Background: an optimization exercise with open tools, aiming at small area. Do not read the settings as production practice. In this exercise RTL edits were held to simulation tests only and were not proved equivalent to the original. The flow treats the clock pin as an ideal source. Dropping or thinning the clock tree relies on that and would not hold on a real chip. Power and IR drop assume default switching activity.

run A:
## example
module example(input wire clk,output reg a,output tog,input fl,input start,input reset ,input B0,input B9,input B1,input B2,input B3,input B4,input B5,input B6,input B7,input B8,output leda,output ledb,output ledc,output ledd,output lede,output ledf,output ledg);
Settings: LEC_CHECK=0, CAP_MARGIN=20, CORE_MARGIN=2, CORE_UTILIZATION=80, SLEW_MARGIN=20; clock period 10.0 ns.
standard.sh (not shown) runs the stock make flow with config.mk's settings and CLKGATE_MAP_FILE= SYNTH_SCRIPT=/design/flow/synth_recipe.tcl, a recipe that flattens the netlist after the stock synthesis.
==> flow/flow/run.sh <==
#!/bin/bash
# Own layout flow: the standard synthesis, then an area-oriented ABC remap of the
# combinational logic only (flip-flops keep their cells and names), then the
# standard ORFS layout with small port buffers and a flat, slew-sized clock tree (post_cts.tcl).
set -euo pipefail
here=$(pwd)
R=$here/orfs/results/$FLOW_PLATFORM/example/base

bash standard.sh synth > "$here/log_synth.txt" 2>&1

cp "$R/1_2_yosys.v" "$here/std_netlist.v"
# sixteen remaps with different ABC seeds, four at a time; keep the smallest
SEEDS="1 2 3 4 5 6 7 8 9 10 11 12 13 14 15 16"
for seed in $SEEDS; do
  if (( seed > 1 && seed % 4 == 1 )); then wait; fi
  sed "s/@SEED@/$seed/" "$here/flow/remap.abc.in" > "$here/remap_$seed.abc"
  LIB=$FLOW_HOME/platforms/$FLOW_PLATFORM/lib/sky130_fd_sc_hd__tt_025C_1v80.lib \
  IN="$here/std_netlist.v" OUT="$here/remap_$seed.v" ABCSCRIPT="$here/remap_$seed.abc" \
    yosys -c "$here/flow/remap.tcl" > "$here/log_remap_$seed.txt" 2>&1 &
done
wait
best=$(for seed in $SEEDS; do
  area=$(grep -o "Chip area for module '.example': [0-9.]*" "$here/remap_$seed.v.stat" 2>/dev/null | awk '{print $NF}' || true)
  if [[ -n "$area" && -s "$here/remap_$seed.v" ]]; then printf '%s %s\n' "$area" $seed; fi
done | sort -n | head -1 | awk '{print $2}')
echo "remap: seed $best chosen" > "$here/log_remap_choice.txt"
cat "$here"/remap_*.v.stat | grep "Chip area" >> "$here/log_remap_choice.txt"
cp "$here/remap_$best.v" "$here/remap_netlist.v"
cp "$here/remap_netlist.v" "$R/1_2_yosys.v"
rm -f "$R/1_synth.odb" "$R/1_synth.sdc"

bash standard.sh \
  "BUFFER_PORTS_ARGS=-buffer_cell sky130_fd_sc_hd__buf_1" \
  "CTS_ARGS=$(cat "$here/flow/cts_args.txt")" \
  "POST_CTS_TCL=$here/flow/post_cts.tcl" \
  "SKIP_REPAIR_TIE_FANOUT=1" \
  finish > "$here/log_layout.txt" 2>&1
==> flow/flow/post_cts.tcl <==
# Replace the clock tree that CTS built with a flat one: the clock port drives NB
# buffers, each driving an equal share of the flip-flops that lie close to it
# (k-means with a cap on the group size). Each buffer is then sized up until the
# estimated clock slew at its flip-flops is at most SLEW_LIMIT.
set NB 4
set SIZES {sky130_fd_sc_hd__buf_4 sky130_fd_sc_hd__buf_6 sky130_fd_sc_hd__buf_8 sky130_fd_sc_hd__clkbuf_16}
set SLEW_LIMIT 0.115
set block [ord::get_db_block]
set db [ord::get_db]
set clknet [[$block findBTerm clk] getNet]

set sinks {}
foreach inst [$block getInsts] {
  if {[[$inst getMaster] isSequential]} {
    set it [$inst findITerm CLK]
    lassign [$inst getLocation] x y
    lappend sinks [list $it $x $y [$inst getName]]
  }
}
# the tree CTS built: every buffer reached from the clock port through clock nets
set front [list $clknet]
set old_insts {}
set old_nets {}
while {[llength $front]} {
  set net [lindex $front 0]
  set front [lrange $front 1 end]
  foreach it [$net getITerms] {
    set inst [$it getInst]
    if {[[$inst getMaster] isSequential]} { continue }
    if {[$it isOutputSignal]} { continue }
    lappend old_insts $inst
    foreach o [$inst getITerms] {
      if {[$o isOutputSignal] && [$o getNet] ne "NULL"} {
        lappend old_nets [$o getNet]
        lappend front [$o getNet]
      }
    }
  }
}
foreach s $sinks { [lindex $s 0] disconnect }
foreach inst [lsort -unique $old_insts] { odb::dbInst_destroy $inst }
foreach net [lsort -unique $old_nets] { odb::dbNet_destroy $net }

# k-means with capped group sizes
set n [llength $sinks]
set cap [expr {($n + $NB - 1) / $NB}]
set sorted [lsort -integer -index 1 $sinks]
set cents {}
for {set g 0} {$g < $NB} {incr g} {
  set s [lindex $sorted [expr {int(($g + 0.5) * $n / $NB)}]]
  lappend cents [list [lindex $s 1] [lindex $s 2]]
}
for {set iter 0} {$iter < 30} {incr iter} {
  set pairs {}
  set i 0
  foreach s $sinks {
    for {set g 0} {$g < $NB} {incr g} {
      lassign [lindex $cents $g] cx cy
      lappend pairs [list [expr {abs([lindex $s 1] - $cx) + abs([lindex $s 2] - $cy)}] $i $g]
    }
    incr i
  }
  set pairs [lsort -integer -index 0 $pairs]
  set assign [lrepeat $n -1]
  set size [lrepeat $NB 0]
  foreach p $pairs {
    lassign $p d i g
    if {[lindex $assign $i] >= 0 || [lindex $size $g] >= $cap} { continue }
    lset assign $i $g
    lset size $g [expr {[lindex $size $g] + 1}]
  }
  set groups [lrepeat $NB {}]
  set i 0
  foreach s $sinks {
    set g [lindex $assign $i]
    lset groups $g [concat [lindex $groups $g] [list $s]]
    incr i
  }
  set cents {}
  foreach grp $groups {
    set sx 0; set sy 0
    foreach s $grp { set sx [expr {$sx + [lindex $s 1]}]; set sy [expr {$sy + [lindex $s 2]}] }
    set k [expr {max(1, [llength $grp])}]
    lappend cents [list [expr {int($sx / $k)}] [expr {int($sy / $k)}]]
  }
}
set bufs {}
set g 0
foreach grp $groups cent $cents {
  if {![llength $grp]} { continue }
  set buf [odb::dbInst_create $block [$db findMaster [lindex $SIZES 0]] "clkbuf_flat_$g"]
  $buf setLocation {*}$cent
  $buf setPlacementStatus PLACED
  set net [odb::dbNet_create $block "clknet_flat_$g"]
  $net setSigType CLOCK
  [$buf findITerm A] connect $clknet
  [$buf findITerm X] connect $net
  foreach s $grp { [lindex $s 0] connect $net }
  lappend bufs [list $buf 0 $grp]
  incr g
}
detailed_placement
estimate_parasitics -placement

proc group_slew {grp} {
  set mx 0
  foreach s $grp {
    set sl [get_property [get_pins "[lindex $s 3]/CLK"] slew_max]
    if {$sl > $mx} { set mx $sl }
  }
  return $mx
}
for {set round 0} {$round < 4} {incr round} {
  set changed 0
  set nb {}
  foreach b $bufs {
    lassign $b buf si grp
    set sl [group_slew $grp]
    if {$sl > $SLEW_LIMIT && $si + 1 < [llength $SIZES]} {
      incr si
      $buf swapMaster [$db findMaster [lindex $SIZES $si]]
      set changed 1
    }
    lappend nb [list $buf $si $grp]
  }
  set bufs $nb
  if {!$changed} { break }
  detailed_placement
  estimate_parasitics -placement
}
foreach b $bufs {
  lassign $b buf si grp
  puts "flat clock tree: [$buf getName] ([lindex $SIZES $si]) drives [llength $grp] flip-flops, estimated slew [format %.1f [expr {[group_slew $grp] * 1e3}]] ps"
}
check_placement -verbose
==> flow/flow/remap.abc.in <==
strash
&get -n
&deepsyn -T 30 -S @SEED@
&put
dch -f
amap
topo
Other scripts of this flow, unchanged in this note and not shown: flow/flow/cts_args.txt, flow/flow/remap.tcl
Run status, run A: aborted in 3_3_place_gp, error GPL-0301
Setup changes, run A to run B
diff --git a/flow/config.mk b/flow/config.mk
--- a/flow/config.mk
+++ b/flow/config.mk
@@ -8,4 +8,4 @@
 export CAP_MARGIN = 20
 export CORE_MARGIN = 2
-export CORE_UTILIZATION = 80
+export CORE_UTILIZATION = 40
 export SLEW_MARGIN = 20
Notes after the runs:
Going from run A to run B, count of input and output buffers saw little to no change; synthesized area saw little to no change; mean area per synthesized cell saw little to no change.
Delta (run B minus run A): number of instances in the synthesized netlist was more or less identical; total number of placement rows shows an increase of 8; vertical die dimension rose by 21 um; initial core utilization dropped 43 points.
As far as post-synthesis net count goes, run B and run A are indistinguishable; the numbers are identical.
Among run B and run A, a clean, completed layout was produced by run B alone.
Run A terminated abnormally: 3_3_place_gp reported GPL-0301.
Comparing run A with run B, the number of placed I/O pins came out essentially unchanged.
Measured against run A, the die width of run B comes out at 1.4 times the reference value.
> inputs changed (run B -> run C)
diff --git a/flow/flow/run.sh b/flow/flow/run.sh
--- a/flow/flow/run.sh
+++ b/flow/flow/run.sh
@@ -10,9 +10,12 @@
 
 cp "$R/1_2_yosys.v" "$here/std_netlist.v"
-# sixteen remaps with different ABC seeds, four at a time; keep the smallest
-SEEDS="1 2 3 4 5 6 7 8 9 10 11 12 13 14 15 16"
+# twenty-four remaps (ABC seeds 1-8, each with a 10 s, 15 s and 30 s budget), four
+# at a time; keep the smallest
+SEEDS="$(seq -s ' ' 1 24)"
 for seed in $SEEDS; do
   if (( seed > 1 && seed % 4 == 1 )); then wait; fi
-  sed "s/@SEED@/$seed/" "$here/flow/remap.abc.in" > "$here/remap_$seed.abc"
+  abcseed=$(( (seed - 1) % 8 + 1 ))
+  budget=$(( seed <= 8 ? 15 : (seed <= 16 ? 30 : 10) ))
+  sed -e "s/@SEED@/$abcseed/" -e "s/@T@/$budget/" "$here/flow/remap.abc.in" > "$here/remap_$seed.abc"
   LIB=$FLOW_HOME/platforms/$FLOW_PLATFORM/lib/sky130_fd_sc_hd__tt_025C_1v80.lib \
   IN="$here/std_netlist.v" OUT="$here/remap_$seed.v" ABCSCRIPT="$here/remap_$seed.abc" \
==> flow/flow/remap.abc.in <==
strash
&get -n
&deepsyn -T @T@ -S @SEED@
&put
dch -f
amap
topo
diff --git a/flow/config.mk b/flow/config.mk
--- a/flow/config.mk
+++ b/flow/config.mk
@@ -8,4 +8,4 @@
 export CAP_MARGIN = 20
 export CORE_MARGIN = 2
-export CORE_UTILIZATION = 40
+export CORE_UTILIZATION = 65
 export SLEW_MARGIN = 20
==> notes.md <==
- Summary of run C over run B: first-pass GRT wire length fell by about 12%, area of the die fell by 0.0022 mm2, post-route total power fell by about 4.4%, peak supply drop rose by 0.027 mV, sequential share of layout area rose by 1.0 points.
- Diff run B -> run C: power dissipated by switching net loads moved down, smallest hold slack neither gained nor lost much.
Here is what was changed in the inputs of run D compared with run C.
diff --git a/flow/flow/run.sh b/flow/flow/run.sh
--- a/flow/flow/run.sh
+++ b/flow/flow/run.sh
@@ -10,12 +10,9 @@
 
 cp "$R/1_2_yosys.v" "$here/std_netlist.v"
-# twenty-four remaps (ABC seeds 1-8, each with a 10 s, 15 s and 30 s budget), four
-# at a time; keep the smallest
-SEEDS="$(seq -s ' ' 1 24)"
+# eight remaps with different ABC seeds, four at a time; keep the smallest
+SEEDS="1 2 3 4 5 6 7 8"
 for seed in $SEEDS; do
-  if (( seed > 1 && seed % 4 == 1 )); then wait; fi
-  abcseed=$(( (seed - 1) % 8 + 1 ))
-  budget=$(( seed <= 8 ? 15 : (seed <= 16 ? 30 : 10) ))
-  sed -e "s/@SEED@/$abcseed/" -e "s/@T@/$budget/" "$here/flow/remap.abc.in" > "$here/remap_$seed.abc"
+  if [[ $seed == 5 ]]; then wait; fi
+  sed "s/@SEED@/$seed/" "$here/flow/remap.abc.in" > "$here/remap_$seed.abc"
   LIB=$FLOW_HOME/platforms/$FLOW_PLATFORM/lib/sky130_fd_sc_hd__tt_025C_1v80.lib \
   IN="$here/std_netlist.v" OUT="$here/remap_$seed.v" ABCSCRIPT="$here/remap_$seed.abc" \
diff --git a/flow/flow/post_cts.tcl b/flow/flow/post_cts.tcl
--- a/flow/flow/post_cts.tcl
+++ b/flow/flow/post_cts.tcl
@@ -5,5 +5,5 @@
 set NB 4
 set SIZES {sky130_fd_sc_hd__buf_4 sky130_fd_sc_hd__buf_6 sky130_fd_sc_hd__buf_8 sky130_fd_sc_hd__clkbuf_16}
-set SLEW_LIMIT 0.115
+set SLEW_LIMIT 0.105
 set block [ord::get_db_block]
 set db [ord::get_db]
==> flow/flow/remap.abc.in <==
strash
&get -n
&deepsyn -T 30 -S @SEED@
&put
dch -f
amap
topo
diff --git a/flow/config.mk b/flow/config.mk
--- a/flow/config.mk
+++ b/flow/config.mk
@@ -8,4 +8,4 @@
 export CAP_MARGIN = 20
 export CORE_MARGIN = 2
-export CORE_UTILIZATION = 65
+export CORE_UTILIZATION = 40
 export SLEW_MARGIN = 20
==> comparison <==
Run D: all stages complete, timing, DRC and antenna checks passed
Measured against run D, the power of run C comes out at 0.949 times the reference value.
Run C has a lower net load switching power than run D.
Run D against run C: horizontal die dimension went up 26%, cell area after synthesis rose by 0.58%.
#### Input delta (run E over run D)
diff --git a/flow/flow/run.sh b/flow/flow/run.sh
--- a/flow/flow/run.sh
+++ b/flow/flow/run.sh
@@ -10,9 +10,12 @@
 
 cp "$R/1_2_yosys.v" "$here/std_netlist.v"
-# eight remaps with different ABC seeds, four at a time; keep the smallest
-SEEDS="1 2 3 4 5 6 7 8"
+# sixteen remaps (ABC seeds 1-8, each with a 15 s and a 30 s budget), four at a
+# time; keep the smallest
+SEEDS="1 2 3 4 5 6 7 8 9 10 11 12 13 14 15 16"
 for seed in $SEEDS; do
-  if [[ $seed == 5 ]]; then wait; fi
-  sed "s/@SEED@/$seed/" "$here/flow/remap.abc.in" > "$here/remap_$seed.abc"
+  if (( seed > 1 && seed % 4 == 1 )); then wait; fi
+  abcseed=$(( (seed - 1) % 8 + 1 ))
+  budget=$(( seed <= 8 ? 15 : 30 ))
+  sed -e "s/@SEED@/$abcseed/" -e "s/@T@/$budget/" "$here/flow/remap.abc.in" > "$here/remap_$seed.abc"
   LIB=$FLOW_HOME/platforms/$FLOW_PLATFORM/lib/sky130_fd_sc_hd__tt_025C_1v80.lib \
   IN="$here/std_netlist.v" OUT="$here/remap_$seed.v" ABCSCRIPT="$here/remap_$seed.abc" \
diff --git a/flow/flow/post_cts.tcl b/flow/flow/post_cts.tcl
--- a/flow/flow/post_cts.tcl
+++ b/flow/flow/post_cts.tcl
@@ -5,5 +5,5 @@
 set NB 4
 set SIZES {sky130_fd_sc_hd__buf_4 sky130_fd_sc_hd__buf_6 sky130_fd_sc_hd__buf_8 sky130_fd_sc_hd__clkbuf_16}
-set SLEW_LIMIT 0.105
+set SLEW_LIMIT 0.115
 set block [ord::get_db_block]
 set db [ord::get_db]
==> flow/flow/remap.abc.in <==
strash
&get -n
&deepsyn -T @T@ -S @SEED@
&put
dch -f
amap
topo
diff --git a/flow/config.mk b/flow/config.mk
--- a/flow/config.mk
+++ b/flow/config.mk
@@ -8,4 +8,4 @@
 export CAP_MARGIN = 20
 export CORE_MARGIN = 2
-export CORE_UTILIZATION = 40
+export CORE_UTILIZATION = 65
 export SLEW_MARGIN = 20
### Flow results
Run E was carried through to the last stage, and its layout satisfied the timing, design-rule and antenna checks.
On worst hold slack, run D and run E are neck and neck.
Summary — clock group share of total power, run E relative to run D: lower, by 3.6 points.
Run E reports a lower width of the chip than run D does.
Summary: with run D as the reference, total power of the final layout in run E moved down by a few percent.
Fraction of layout instances using a drive strength above 1: run D vs run E, no meaningful difference
Routed length on met1 down about 20% in run E wrt run D
The clock cells of run B, run C, run D and run E come from the design's own scripts or RTL, not from TritonCTS.

## what the ideal ports hide
Ports are ideal in the flow. The routed layouts listed here were re-timed in OpenROAD.
Step 1 sets driving cells, clkbuf_16 on the clock port and buf_2 on the other inputs (assumed; they add their load-dependent delay and slew).
Step 2 times the ports against the registers' clock, not the clock port: input delays grow and output delays shrink by t, the midpoint of the rising clock arrivals with the driver on.
Three values: ideal, step 1, step 2; two values: the first two.
run	t (ns)	setup slack, ns	hold slack, ns	worst register clock-pin slew, ns	worst slew at a driven data input, ns
run B	0.182	5.224 / 5.257 / 5.075	0.468 / 0.468 / 0.468	0.11 / 0.11	0.03
run C	0.190	5.171 / 5.193 / 5.003	0.468 / 0.468 / 0.468	0.11 / 0.11	0.03
run D	0.169	5.233 / 5.269 / 5.099	0.466 / 0.466 / 0.466	0.09 / 0.09	0.03
run E	0.190	5.171 / 5.193 / 5.003	0.468 / 0.468 / 0.468	0.11 / 0.11	0.03
After both steps every run listed still meets setup and hold.
